This is an optimization exercise on Yosys and OpenROAD, whose aim is small area and a short achievable clock period, not a production implementation. RTL that was checked went through simulation tests only; none was proved equivalent to the original. Power and IR drop assume default switching activity.

==> module ip_stride, before the edit <==
module ip_stride #(parameter IP_TRACKER_COUNT = 8)
(
	input   logic 			clk,
	input   logic 			rst,
	input   logic   [63:0]  addr_i,
	input 	logic 	[63:0]	ip_i,
	output 	logic 	[63:0]	pref_addr1_o,
	output 	logic 	        pref_valid1_o,
	output 	logic 	[63:0]	pref_addr2_o,
	output 	logic 	        pref_valid2_o,
	output 	logic 	[63:0]	pref_addr3_o,
	output 	logic 	        pref_valid3_o
);
localparam N = IP_TRACKER_COUNT;
localparam CW = 58;
logic [63:0]   ip       [N];
logic [CW-1:0] last_cla [N];
logic [CW-1:0] pred     [N];
logic [N-1:0]  vld;
logic [N-1:0]  lru;
logic          pref_valid1, pref_valid2, pref_valid3;
logic [CW-1:0] cla;
assign cla = addr_i[63:6];
logic          ip_zero;
logic [N-1:0]  ne, vmatch, match, sel, victim, wsel;
logic          hit;
logic ip_nz;
ips_nz64 u_zero (.a(ip_i), .nz(ip_nz));
assign ip_zero = ~ip_nz;
genvar gi;
generate
	for (gi = 0; gi < N; gi++) begin : g_cmp
		ips_ne64 u_ne (.a(ip[gi]), .b(ip_i), .ne(ne[gi]));
	end
endgenerate
logic nohit;
ips_match #(.N(N)) u_match (.ne(ne), .nvld(~vld), .ipz(ip_zero), .vmatch(vmatch), .match(match), .nohit(nohit));
assign hit = ~nohit;
always_comb begin
	sel = '0;
	for (int i = 0; i < N; i++) begin
		sel[i] = match[i];
		for (int j = i + 1; j < N; j++)
			if (match[j]) sel[i] = 1'b0;
	end
end
always_comb begin
	victim = '0;
	for (int i = 0; i < N; i++) begin
		victim[i] = ~lru[i];
		for (int j = 0; j < i; j++)
			if (~lru[j]) victim[i] = 1'b0;
	end
end
logic [N*CW-1:0] lc_flat, pr_flat;
always_comb begin
	for (int i = 0; i < N; i++) begin
		lc_flat[i*CW +: CW] = last_cla[i];
		pr_flat[i*CW +: CW] = pred[i];
	end
end
logic [CW-1:0] lsel, nlsel, rd_pred;
logic [CW-1:0] rd_cla;
logic [N-1:0]  vm_l, vm_p;
ips_vm #(.N(N)) u_vm_l (.ne(ne), .nvld(~vld), .vm(vm_l));
ips_vm #(.N(N)) u_vm_p (.ne(ne), .nvld(~vld), .vm(vm_p));
ips_sel8 #(.W(CW)) u_lsel (.sel(vm_l), .d(lc_flat), .q(rd_cla));
localparam NG = 4;
logic [NG-1:0] nohit_d;
generate
	for (gi = 0; gi < NG; gi++) begin : g_nh
		ips_nohit #(.N(N)) u (.ne(ne), .nvld(~vld), .ipz(ip_zero), .nohit(nohit_d[gi]));
	end
	for (gi = 0; gi < CW; gi++) begin : g_nl
		ips_aoi21 u (.a1(nohit_d[gi * NG / CW]), .a2(cla[gi]), .b1(rd_cla[gi]), .y(nlsel[gi]));
	end
endgenerate
assign lsel = ~nlsel;
ips_sel8 #(.W(CW)) u_psel (.sel(vm_p), .d(pr_flat), .q(rd_pred));
logic [CW-1:0] p1, p2, p3;
ips_pref #(.W(CW)) u_pref (.c(cla), .nl(nlsel), .p1(p1), .p2(p2), .p3(p3));
assign pref_addr1_o = {p1, 6'b000000};
assign pref_addr2_o = {p2, 6'b000000};
assign pref_addr3_o = {p3, 6'b000000};
assign pref_valid1_o = pref_valid1;
assign pref_valid2_o = pref_valid2;
assign pref_valid3_o = pref_valid3;
logic stride_nz, we, stride_match;
assign stride_nz    = (cla != lsel);
assign we           = ~hit | stride_nz;
assign wsel         = hit ? sel : victim;
assign stride_match = (cla == rd_pred);
logic [N-1:0] lru_set, lru_nxt;
assign lru_set = lru | wsel;
assign lru_nxt = (&lru_set) ? wsel : lru_set;
localparam TW = 64 + 2*CW;
logic [N-1:0] wen, nwen;
logic [TW-1:0] tr_q [N];
logic [TW-1:0] tr_d [N];
assign wen  = {N{we}} & wsel;
assign nwen = ~wen;
generate
	for (gi = 0; gi < N; gi++) begin : g_hold
		assign tr_q[gi] = {ip[gi], last_cla[gi], pred[gi]};
		ips_hold #(.W(TW)) u_hold (.en(wen[gi]), .nen(nwen[gi]), .d({ip_i, cla, p1}), .q(tr_q[gi]), .y(tr_d[gi]));
	end
endgenerate
always_ff @(posedge clk) begin
	for (int i = 0; i < N; i++)
		{ip[i], last_cla[i], pred[i]} <= tr_d[i];
end
always_ff @(posedge clk) begin
	if (rst) begin
		vld         <= '0;
		lru         <= '0;
		pref_valid1 <= 1'b0;
		pref_valid2 <= 1'b0;
		pref_valid3 <= 1'b0;
	end else if (we) begin
		vld <= vld | wsel;
		lru <= lru_nxt;
		if (hit) begin
			pref_valid1 <= stride_match & (p1[CW-1:6] == cla[CW-1:6]);
			pref_valid2 <= stride_match & (p2[CW-1:6] == cla[CW-1:6]);
			pref_valid3 <= stride_match & (p3[CW-1:6] == cla[CW-1:6]);
		end
	end
end
endmodule  
==> module ips_vm, before the edit <==
module ips_vm #(parameter N = 8)
(
	input  logic [N-1:0] ne,
	input  logic [N-1:0] nvld,
	output logic [N-1:0] vm
);
assign vm = ~(ne | nvld);
endmodule
==> module ips_nohit, before the edit <==
module ips_nohit #(parameter N = 8)
(
	input  logic [N-1:0] ne,
	input  logic [N-1:0] nvld,
	input  logic         ipz,
	output logic         nohit
);
assign nohit = ~(|(~(ne | nvld))) & ~(ipz & (|nvld));
endmodule
==> module ips_pg, before the edit <==
module ips_pg (input logic a, input logic b, output logic p, output logic g);
ips_xor2 u_p (.a(a), .b(b), .y(p));
ips_and2 u_g (.a(a), .b(b), .y(g));
endmodule
export LEC_CHECK = 0
export CAP_MARGIN = 20
export CORE_MARGIN = 2
export CORE_UTILIZATION = 40
export SETUP_SLACK_MARGIN = 5
export SLEW_MARGIN = 20
export SYNTH_HIERARCHICAL = 1
create_clock -name core_clock -period 20.0 [get_ports {clk}]
standard.sh (not shown) runs the stock make flow with config.mk's settings and CLKGATE_MAP_FILE= SYNTH_SCRIPT=/design/flow/synth_recipe.tcl, a recipe that flattens the netlist after the stock synthesis.
==> flow/flow/run.sh <==
#!/bin/bash
# Layout flow: the standard flow (standard synthesis unchanged), with
#  - a setup margin for the resizer's timing repair,
#  - plain buffers (instead of the default delay-cell buffers) on the ports,
#  - a clock tree of mid-size clock buffers over larger sink clusters,
#    without dummy loads.
# Each tool's full output goes to the ORFS logs under orfs/logs; make's own
# output goes to standard.log.
set -euo pipefail
MARGIN=${MARGIN:-7}
bash standard.sh \
  SETUP_SLACK_MARGIN=$MARGIN \
  "BUFFER_PORTS_ARGS=-buffer_cell sky130_fd_sc_hd__buf_2" \
  "CTS_ARGS=-sink_clustering_enable -repair_clock_nets -dont_use_dummy_load -buf_list sky130_fd_sc_hd__clkbuf_8 -sink_clustering_size 16 -sink_clustering_max_diameter 50" \
  finish > standard.log 2>&1
==> next run, changes <==
--- a/flow/design.v
+++ b/flow/design.v
@@ -58,28 +58,20 @@
 		lc_flat[i*CW +: CW] = last_cla[i];
 		pr_flat[i*CW +: CW] = pred[i];
 	end
 end
 logic [CW-1:0] lsel, nlsel, rd_pred;
 logic [CW-1:0] rd_cla;
-logic [N-1:0]  vm_l, vm_p;
-ips_vm #(.N(N)) u_vm_l (.ne(ne), .nvld(~vld), .vm(vm_l));
-ips_vm #(.N(N)) u_vm_p (.ne(ne), .nvld(~vld), .vm(vm_p));
-ips_sel8 #(.W(CW)) u_lsel (.sel(vm_l), .d(lc_flat), .q(rd_cla));
-localparam NG = 4;
-logic [NG-1:0] nohit_d;
+ips_sel8 #(.W(CW)) u_lsel (.sel(vmatch), .d(lc_flat), .q(rd_cla));
 generate
-	for (gi = 0; gi < NG; gi++) begin : g_nh
-		ips_nohit #(.N(N)) u (.ne(ne), .nvld(~vld), .ipz(ip_zero), .nohit(nohit_d[gi]));
-	end
 	for (gi = 0; gi < CW; gi++) begin : g_nl
-		ips_aoi21 u (.a1(nohit_d[gi * NG / CW]), .a2(cla[gi]), .b1(rd_cla[gi]), .y(nlsel[gi]));
+		ips_aoi21 u (.a1(nohit), .a2(cla[gi]), .b1(rd_cla[gi]), .y(nlsel[gi]));
 	end
 endgenerate
 assign lsel = ~nlsel;
-ips_sel8 #(.W(CW)) u_psel (.sel(vm_p), .d(pr_flat), .q(rd_pred));
+ips_sel8 #(.W(CW)) u_psel (.sel(vmatch), .d(pr_flat), .q(rd_pred));
 logic [CW-1:0] p1, p2, p3;
 ips_pref #(.W(CW)) u_pref (.c(cla), .nl(nlsel), .p1(p1), .p2(p2), .p3(p3));
 assign pref_addr1_o = {p1, 6'b000000};
 assign pref_addr2_o = {p2, 6'b000000};
 assign pref_addr3_o = {p3, 6'b000000};
 assign pref_valid1_o = pref_valid1;
@@ -162,29 +154,12 @@
 	output logic         nohit
 );
 assign vmatch = ~(ne | nvld);
 assign match  = vmatch | (nvld & {N{ipz}});
 assign nohit  = ~(|vmatch) & ~(ipz & (|nvld));
 endmodule
-module ips_vm #(parameter N = 8)
-(
-	input  logic [N-1:0] ne,
-	input  logic [N-1:0] nvld,
-	output logic [N-1:0] vm
-);
-assign vm = ~(ne | nvld);
-endmodule
-module ips_nohit #(parameter N = 8)
-(
-	input  logic [N-1:0] ne,
-	input  logic [N-1:0] nvld,
-	input  logic         ipz,
-	output logic         nohit
-);
-assign nohit = ~(|(~(ne | nvld))) & ~(ipz & (|nvld));
-endmodule
 module ips_xor2 (input logic a, input logic b, output logic y);
 assign y = a ^ b;
 endmodule
 module ips_xnor2 (input logic a, input logic b, output logic y);
 assign y = ~(a ^ b);
 endmodule
@@ -203,14 +178,14 @@
 module ips_gp (input logic gh, input logic ph, input logic gl, input logic pl,
                output logic g, output logic p);
 assign g = gh | (ph & gl);
 assign p = ph & pl;
 endmodule
 module ips_pg (input logic a, input logic b, output logic p, output logic g);
-ips_xor2 u_p (.a(a), .b(b), .y(p));
-ips_and2 u_g (.a(a), .b(b), .y(g));
+assign p = a ^ b;
+assign g = a & b;
 endmodule
 module ips_ne64
 (
 	input  logic [63:0] a,
 	input  logic [63:0] b,
 	output logic        ne
Critical path depth falls by 2.
Worst setup slack is worse by 0.060 ns.
Clock power hardly moves.
Via count falls by 3.3%.
First-iteration DRC count rises by 1.2%.
Final area hardly moves.
Final cell count falls by about 5%.
Non-clock buffer count falls by 55.
Fmax falls by about 0.46%.
Combinational power rises by about 5%.
Clock-buffer cell count falls by 5.
Wire length falls by 0.42%.
Clock skew rises by 0.014 ns.
Power rises by 1.4%.
Function not checked in the first run of this note: the RTL went through the layout flow alone.

Another version of the RTL of ip_stride (not shown whole).
Size: about 7100 cells after synthesis, about 1500 flip-flops, roughly 330 I/O pins, roughly 73000 sq um of cells after synthesis.
==> module ips_add, before the edit <==
module ips_add #(parameter W = 58)
(
	input  logic [W-1:0] a,
	input  logic [W-1:0] b,
	input  logic         cin,
	output logic [W-1:0] s
);
localparam LV = $clog2(W);
logic [W-1:0] g [LV+1];
logic [W-1:0] p [LV+1];
logic [W-1:0] hp, hg;
logic         g0;
genvar l, i;
generate
	for (i = 0; i < W; i++) begin : g_pg
		ips_pg u (.a(a[i]), .b(b[i]), .p(hp[i]), .g(hg[i]));
	end
	ips_ao21 u_g0 (.g(hg[0]), .p(hp[0]), .x(cin), .y(g0));
	for (i = 0; i < W; i++) begin : g_l0
		if (i == 0) begin : g_b0
			assign g[0][i] = g0;
		end else begin : g_bi
			assign g[0][i] = hg[i];
		end
		assign p[0][i] = hp[i];
	end
	for (l = 0; l < LV; l++) begin : g_lv
		for (i = 0; i < W; i++) begin : g_bit
			if ((i >> l) & 1) begin : g_node
				if ((i >> (l + 1)) == 0) begin : g_gonly
					ips_ao21 u (.g(g[l][i]), .p(p[l][i]), .x(g[l][((i >> l) << l) - 1]), .y(g[l+1][i]));
					assign p[l+1][i] = 1'b0;
				end else begin : g_full
					ips_gp u (.gh(g[l][i]), .ph(p[l][i]), .gl(g[l][((i >> l) << l) - 1]),
					          .pl(p[l][((i >> l) << l) - 1]), .g(g[l+1][i]), .p(p[l+1][i]));
				end
			end else begin : g_pass
				assign g[l+1][i] = g[l][i];
				assign p[l+1][i] = p[l][i];
			end
		end
	end
	for (i = 0; i < W; i++) begin : g_sum
		if (i == 0) begin : g_s0
			ips_xor2 u (.a(hp[0]), .b(cin), .y(s[0]));
		end else begin : g_si
			ips_xor2 u (.a(hp[i]), .b(g[LV][i-1]), .y(s[i]));
		end
	end
endgenerate
endmodule
export LEC_CHECK = 0
export CAP_MARGIN = 20
export CORE_MARGIN = 2
export CORE_UTILIZATION = 40
export SETUP_SLACK_MARGIN = 5
export SLEW_MARGIN = 20
export SYNTH_HIERARCHICAL = 1
create_clock -name core_clock -period 20.0 [get_ports {clk}]
Scripts as last shown in full above: flow/flow/run.sh
Next try:
--- a/flow/design.v
+++ b/flow/design.v
@@ -296,5 +296,5 @@
 	output logic [W-1:0] s
 );
-localparam LV = $clog2(W);
+localparam LV = (W > 32) ? 6 : (W > 16) ? 5 : (W > 8) ? 4 : (W > 4) ? 3 : (W > 2) ? 2 : 1;
 logic [W-1:0] g [LV+1];
 logic [W-1:0] p [LV+1];
After rerunning:
- via count does not change
- utilization is unchanged
- setup slack stays the same
- clock skew is unchanged
- final cell count stays the same
- hold slack does not change
- synthesized cell count stays the same
- count of clock-buffer cells in the layout is unchanged
The RTL of the first run of this note was laid out without a check of its function.

## oak
The RTL this note starts from:
==> flow/design.v <==
module ip_stride #(parameter IP_TRACKER_COUNT = 8)
(
	input   logic 			clk,
	input   logic 			rst,
	input   logic   [63:0]  addr_i,
	input 	logic 	[63:0]	ip_i,
	output 	logic 	[63:0]	pref_addr1_o,
	output 	logic 	        pref_valid1_o,
	output 	logic 	[63:0]	pref_addr2_o,
	output 	logic 	        pref_valid2_o,
	output 	logic 	[63:0]	pref_addr3_o,
	output 	logic 	        pref_valid3_o
);
localparam N = IP_TRACKER_COUNT;
localparam CW = 58;
logic [63:0]   ip       [N];
logic [CW-1:0] last_cla [N];
logic [CW-1:0] pred     [N];
logic [N-1:0]  vld;
logic [N-1:0]  lru;
logic          pref_valid1, pref_valid2, pref_valid3;
logic [CW-1:0] cla;
assign cla = addr_i[63:6];
logic          ip_zero;
logic [N-1:0]  eq, vmatch, match, sel, victim, wsel;
logic          hit;
assign ip_zero = (ip_i == 64'd0);
genvar gi;
generate
	for (gi = 0; gi < N; gi++) begin : g_cmp
		ips_eq64 u_eq (.a(ip[gi]), .b(ip_i), .eq(eq[gi]));
	end
endgenerate
always_comb begin
	for (int i = 0; i < N; i++) begin
		vmatch[i] = vld[i] & eq[i];
		match[i]  = vmatch[i] | (~vld[i] & ip_zero);
	end
end
assign hit = |match;
always_comb begin
	sel = '0;
	for (int i = 0; i < N; i++) begin
		sel[i] = match[i];
		for (int j = i + 1; j < N; j++)
			if (match[j]) sel[i] = 1'b0;
	end
end
always_comb begin
	victim = '0;
	for (int i = 0; i < N; i++) begin
		victim[i] = ~lru[i];
		for (int j = 0; j < i; j++)
			if (~lru[j]) victim[i] = 1'b0;
	end
end
logic [N*CW-1:0] lc_flat, pr_flat;
always_comb begin
	for (int i = 0; i < N; i++) begin
		lc_flat[i*CW +: CW] = last_cla[i];
		pr_flat[i*CW +: CW] = pred[i];
	end
end
logic [CW-1:0] lsel, rd_pred;
ips_sel9 #(.W(CW)) u_lsel (.sel({~hit, vmatch}), .d({cla, lc_flat}), .q(lsel));
ips_sel8 #(.W(CW)) u_psel (.sel(vmatch), .d(pr_flat), .q(rd_pred));
logic [CW-1:0] p1, p2, p3;
ips_pref #(.W(CW)) u_pref (.c(cla), .l(lsel), .p1(p1), .p2(p2), .p3(p3));
assign pref_addr1_o = {p1, 6'b000000};
assign pref_addr2_o = {p2, 6'b000000};
assign pref_addr3_o = {p3, 6'b000000};
assign pref_valid1_o = pref_valid1;
assign pref_valid2_o = pref_valid2;
assign pref_valid3_o = pref_valid3;
logic stride_nz, we, stride_match;
assign stride_nz    = (cla != lsel);
assign we           = ~hit | stride_nz;
assign wsel         = hit ? sel : victim;
assign stride_match = (cla == rd_pred);
logic [N-1:0] lru_set, lru_nxt;
assign lru_set = lru | wsel;
assign lru_nxt = (&lru_set) ? wsel : lru_set;
localparam TW = 64 + 2*CW;
logic [N-1:0] wen, nwen;
logic [TW-1:0] tr_q [N];
logic [TW-1:0] tr_d [N];
assign wen  = {N{we}} & wsel;
assign nwen = ~wen;
generate
	for (gi = 0; gi < N; gi++) begin : g_hold
		assign tr_q[gi] = {ip[gi], last_cla[gi], pred[gi]};
		ips_hold #(.W(TW)) u_hold (.en(wen[gi]), .nen(nwen[gi]), .d({ip_i, cla, p1}), .q(tr_q[gi]), .y(tr_d[gi]));
	end
endgenerate
always_ff @(posedge clk) begin
	for (int i = 0; i < N; i++)
		{ip[i], last_cla[i], pred[i]} <= tr_d[i];
end
always_ff @(posedge clk) begin
	if (rst) begin
		vld         <= '0;
		lru         <= '0;
		pref_valid1 <= 1'b0;
		pref_valid2 <= 1'b0;
		pref_valid3 <= 1'b0;
	end else if (we) begin
		vld <= vld | wsel;
		lru <= lru_nxt;
		if (hit) begin
			pref_valid1 <= stride_match & (p1[CW-1:6] == cla[CW-1:6]);
			pref_valid2 <= stride_match & (p2[CW-1:6] == cla[CW-1:6]);
			pref_valid3 <= stride_match & (p3[CW-1:6] == cla[CW-1:6]);
		end
	end
end
endmodule  
module ips_eq64
(
	input  logic [63:0] a,
	input  logic [63:0] b,
	output logic        eq
);
assign eq = (a == b);
endmodule
module ips_sel9 #(parameter W = 58)
(
	input  logic [8:0]     sel,
	input  logic [9*W-1:0] d,
	output logic [W-1:0]   q
);
always_comb begin
	q = '0;
	for (int i = 0; i < 9; i++)
		q = q | ({W{sel[i]}} & d[i*W +: W]);
end
endmodule
module ips_sel8 #(parameter W = 58)
(
	input  logic [7:0]     sel,
	input  logic [8*W-1:0] d,
	output logic [W-1:0]   q
);
always_comb begin
	q = '0;
	for (int i = 0; i < 8; i++)
		q = q | ({W{sel[i]}} & d[i*W +: W]);
end
endmodule
module ips_pref #(parameter W = 58)
(
	input  logic [W-1:0] c,
	input  logic [W-1:0] l,
	output logic [W-1:0] p1,
	output logic [W-1:0] p2,
	output logic [W-1:0] p3
);
logic [W-1:0] nl, nl2, c2, c4;
assign nl  = ~l;
assign nl2 = {~l[W-2:0], 1'b1};
assign c2  = {c[W-2:0], 1'b0};
assign c4  = {c[W-3:0], 2'b00};
logic [W-1:0] s2, k2, s3, k3;
assign s2 = c ^ c2 ^ nl2;
assign k2 = {(c[W-2:0] & c2[W-2:0]) | (c[W-2:0] & nl2[W-2:0]) | (c2[W-2:0] & nl2[W-2:0]), 1'b0};
assign s3 = c4 ^ nl ^ nl2;
assign k3 = {(c4[W-2:0] & nl[W-2:0]) | (c4[W-2:0] & nl2[W-2:0]) | (nl[W-2:0] & nl2[W-2:0]), 1'b1};
ips_add #(.W(W)) u_add1 (.a(c2), .b(nl), .cin(1'b1), .s(p1));
ips_add #(.W(W)) u_add2 (.a(s2), .b(k2), .cin(1'b1), .s(p2));
ips_add #(.W(W)) u_add3 (.a(s3), .b(k3), .cin(1'b1), .s(p3));
endmodule
module ips_add #(parameter W = 58)
(
	input  logic [W-1:0] a,
	input  logic [W-1:0] b,
	input  logic         cin,
	output logic [W-1:0] s
);
localparam LV = $clog2(W);
logic [W-1:0] g [LV+1];
logic [W-1:0] p [LV+1];
logic [W-1:0] hp;
always_comb begin
	hp = a ^ b;
	g[0] = a & b;
	p[0] = hp;
	g[0][0] = (a[0] & b[0]) | (hp[0] & cin);
	for (int l = 0; l < LV; l++) begin
		for (int i = 0; i < W; i++) begin
			if ((i >> l) & 1) begin
				g[l+1][i] = g[l][i] | (p[l][i] & g[l][((i >> l) << l) - 1]);
				p[l+1][i] = p[l][i] & p[l][((i >> l) << l) - 1];
			end else begin
				g[l+1][i] = g[l][i];
				p[l+1][i] = p[l][i];
			end
		end
	end
	s[0] = hp[0] ^ cin;
	for (int i = 1; i < W; i++)
		s[i] = hp[i] ^ g[LV][i-1];
end
endmodule
module ips_hold #(parameter W = 180)
(
	input  logic         en,
	input  logic         nen,
	input  logic [W-1:0] d,
	input  logic [W-1:0] q,
	output logic [W-1:0] y
);
assign y = ({W{en}} & d) | ({W{nen}} & q);
endmodule
clock: 20.0 ns
lec_check: 0
cap_margin: 20
core_margin: 2
core_utilization: 40
setup_slack_margin: 5
slew_margin: 20
synth_hierarchical: 1
==> flow/flow/run.sh <==
#!/bin/bash
# Layout flow: the standard flow (standard synthesis unchanged), with
#  - a larger setup margin for the resizer's timing repair, so that it keeps
#    shortening the input-to-output paths below the 20 ns clock, and
#  - plain buffers (instead of the default delay-cell buffers) on the ports.
# Each tool's full output goes to the ORFS logs under orfs/logs; make's own
# output goes to standard.log.
set -euo pipefail
MARGIN=${MARGIN:-8}
bash standard.sh \
  SETUP_SLACK_MARGIN=$MARGIN \
  "BUFFER_PORTS_ARGS=-buffer_cell sky130_fd_sc_hd__buf_2" \
  finish > standard.log 2>&1
### oak -> birch
==> flow/design.v, changed modules only <==
module ip_stride #(parameter IP_TRACKER_COUNT = 8)
(
	input   logic 			clk,
	input   logic 			rst,
	input   logic   [63:0]  addr_i,
	input 	logic 	[63:0]	ip_i,
	output 	logic 	[63:0]	pref_addr1_o,
	output 	logic 	        pref_valid1_o,
	output 	logic 	[63:0]	pref_addr2_o,
	output 	logic 	        pref_valid2_o,
	output 	logic 	[63:0]	pref_addr3_o,
	output 	logic 	        pref_valid3_o
);
localparam N = IP_TRACKER_COUNT;
localparam CW = 58;
logic [63:0]   ip       [N];
logic [CW-1:0] last_cla [N];
logic [CW-1:0] pred     [N];
logic [N-1:0]  vld;
logic [N-1:0]  lru;
logic          pref_valid1, pref_valid2, pref_valid3;
logic [CW-1:0] cla;
assign cla = addr_i[63:6];
logic          ip_zero;
logic [N-1:0]  eq, vmatch, match, sel, victim, wsel;
logic          hit;
assign ip_zero = (ip_i == 64'd0);
genvar gi;
generate
	for (gi = 0; gi < N; gi++) begin : g_cmp
		ips_eq64 u_eq (.a(ip[gi]), .b(ip_i), .eq(eq[gi]));
	end
endgenerate
logic nohit;
ips_match #(.N(N)) u_match (.eq(eq), .vld(vld), .ipz(ip_zero), .vmatch(vmatch), .match(match), .nohit(nohit));
assign hit = ~nohit;
always_comb begin
	sel = '0;
	for (int i = 0; i < N; i++) begin
		sel[i] = match[i];
		for (int j = i + 1; j < N; j++)
			if (match[j]) sel[i] = 1'b0;
	end
end
always_comb begin
	victim = '0;
	for (int i = 0; i < N; i++) begin
		victim[i] = ~lru[i];
		for (int j = 0; j < i; j++)
			if (~lru[j]) victim[i] = 1'b0;
	end
end
logic [N*CW-1:0] lc_flat, pr_flat;
always_comb begin
	for (int i = 0; i < N; i++) begin
		lc_flat[i*CW +: CW] = last_cla[i];
		pr_flat[i*CW +: CW] = pred[i];
	end
end
logic [CW-1:0] lsel, rd_pred;
ips_sel9 #(.W(CW)) u_lsel (.sel({nohit, vmatch}), .d({cla, lc_flat}), .q(lsel));
ips_sel8 #(.W(CW)) u_psel (.sel(vmatch), .d(pr_flat), .q(rd_pred));
logic [CW-1:0] p1, p2, p3;
ips_pref #(.W(CW)) u_pref (.c(cla), .l(lsel), .p1(p1), .p2(p2), .p3(p3));
assign pref_addr1_o = {p1, 6'b000000};
assign pref_addr2_o = {p2, 6'b000000};
assign pref_addr3_o = {p3, 6'b000000};
assign pref_valid1_o = pref_valid1;
assign pref_valid2_o = pref_valid2;
assign pref_valid3_o = pref_valid3;
logic stride_nz, we, stride_match;
assign stride_nz    = (cla != lsel);
assign we           = ~hit | stride_nz;
assign wsel         = hit ? sel : victim;
assign stride_match = (cla == rd_pred);
logic [N-1:0] lru_set, lru_nxt;
assign lru_set = lru | wsel;
assign lru_nxt = (&lru_set) ? wsel : lru_set;
localparam TW = 64 + 2*CW;
logic [N-1:0] wen, nwen;
logic [TW-1:0] tr_q [N];
logic [TW-1:0] tr_d [N];
assign wen  = {N{we}} & wsel;
assign nwen = ~wen;
generate
	for (gi = 0; gi < N; gi++) begin : g_hold
		assign tr_q[gi] = {ip[gi], last_cla[gi], pred[gi]};
		ips_hold #(.W(TW)) u_hold (.en(wen[gi]), .nen(nwen[gi]), .d({ip_i, cla, p1}), .q(tr_q[gi]), .y(tr_d[gi]));
	end
endgenerate
always_ff @(posedge clk) begin
	for (int i = 0; i < N; i++)
		{ip[i], last_cla[i], pred[i]} <= tr_d[i];
end
always_ff @(posedge clk) begin
	if (rst) begin
		vld         <= '0;
		lru         <= '0;
		pref_valid1 <= 1'b0;
		pref_valid2 <= 1'b0;
		pref_valid3 <= 1'b0;
	end else if (we) begin
		vld <= vld | wsel;
		lru <= lru_nxt;
		if (hit) begin
			pref_valid1 <= stride_match & (p1[CW-1:6] == cla[CW-1:6]);
			pref_valid2 <= stride_match & (p2[CW-1:6] == cla[CW-1:6]);
			pref_valid3 <= stride_match & (p3[CW-1:6] == cla[CW-1:6]);
		end
	end
end
endmodule  
module ips_match #(parameter N = 8)
(
	input  logic [N-1:0] eq,
	input  logic [N-1:0] vld,
	input  logic         ipz,
	output logic [N-1:0] vmatch,
	output logic [N-1:0] match,
	output logic         nohit
);
assign vmatch = vld & eq;
assign match  = vmatch | (~vld & {N{ipz}});
assign nohit  = ~(|vmatch) & ~(ipz & ~(&vld));
endmodule
Notes after the runs:
Having completed the whole flow, birch delivered a layout that passed the timing, DRC and antenna checks. Period utilization came out lower on birch than on oak. oak ended up with ip_i[8] as its timing startpoint of the critical path; birch ended up with ip_i[40]. Status: global-route wire length before repair parity (oak, birch). Of birch and oak, oak shows the lower number of DRC markers after the initial detailed-route iteration, with birch above it. Relative to oak, detailed-route wire length per cell increased by about 0.8% in birch. birch gives less ratio of total power to cell area than oak did.
No functional check of the RTL was part of any run of this note.

[what the ideal ports hide]
How much do the figures lean on ideal ports? The routed layouts below were timed once more, with nothing changed but the port constraints. Step 1 sets driving cells, clkbuf_16 on the clock port and buf_2 on the other inputs (assumed; they add their load-dependent delay and slew). Step 2 moves the port delays by t, midway between the first and last clock arrival at a register: inputs arrive t later, outputs are due t later. That takes back most of the time a late clock gives input paths. Three values: no drivers, after step 1, after step 2; two values: the first two.
| run | t (ns) | slack for setup (ns) | latest minus earliest clock arrival (ns) | slew at the worst register clock pin (ns) | pins driven straight from the clock port |
|---|---|---|---|---|---|
| the first run of note 1 | 0.980 | 7.039 / 6.954 / 6.954 | 0.094 / 0.093 | 0.10 / 0.10 | 1 |
| the second run of note 1 | 0.982 | 6.979 / 6.864 / 6.864 | 0.107 / 0.108 | 0.11 / 0.11 | 1 |
| the first run of note 2 | 1.005 | 6.694 / 6.596 / 6.596 | 0.113 / 0.114 | 0.11 / 0.11 | 1 |
| the second run of note 2 | 1.005 | 6.694 / 6.596 / 6.596 | 0.113 / 0.114 | 0.11 / 0.11 | 1 |
| oak | 0.893 | 5.246 / 5.176 / 5.176 | 0.048 / 0.049 | 0.07 / 0.07 | 1 |
| birch | 0.889 | 5.720 / 5.637 / 5.637 | 0.047 / 0.046 | 0.07 / 0.07 | 1 |
After both steps every run listed still meets setup and hold. The setup slack of the second run of note 1, which loses most, moves by -0.115 ns with the drivers and by -0.115 ns with both steps.
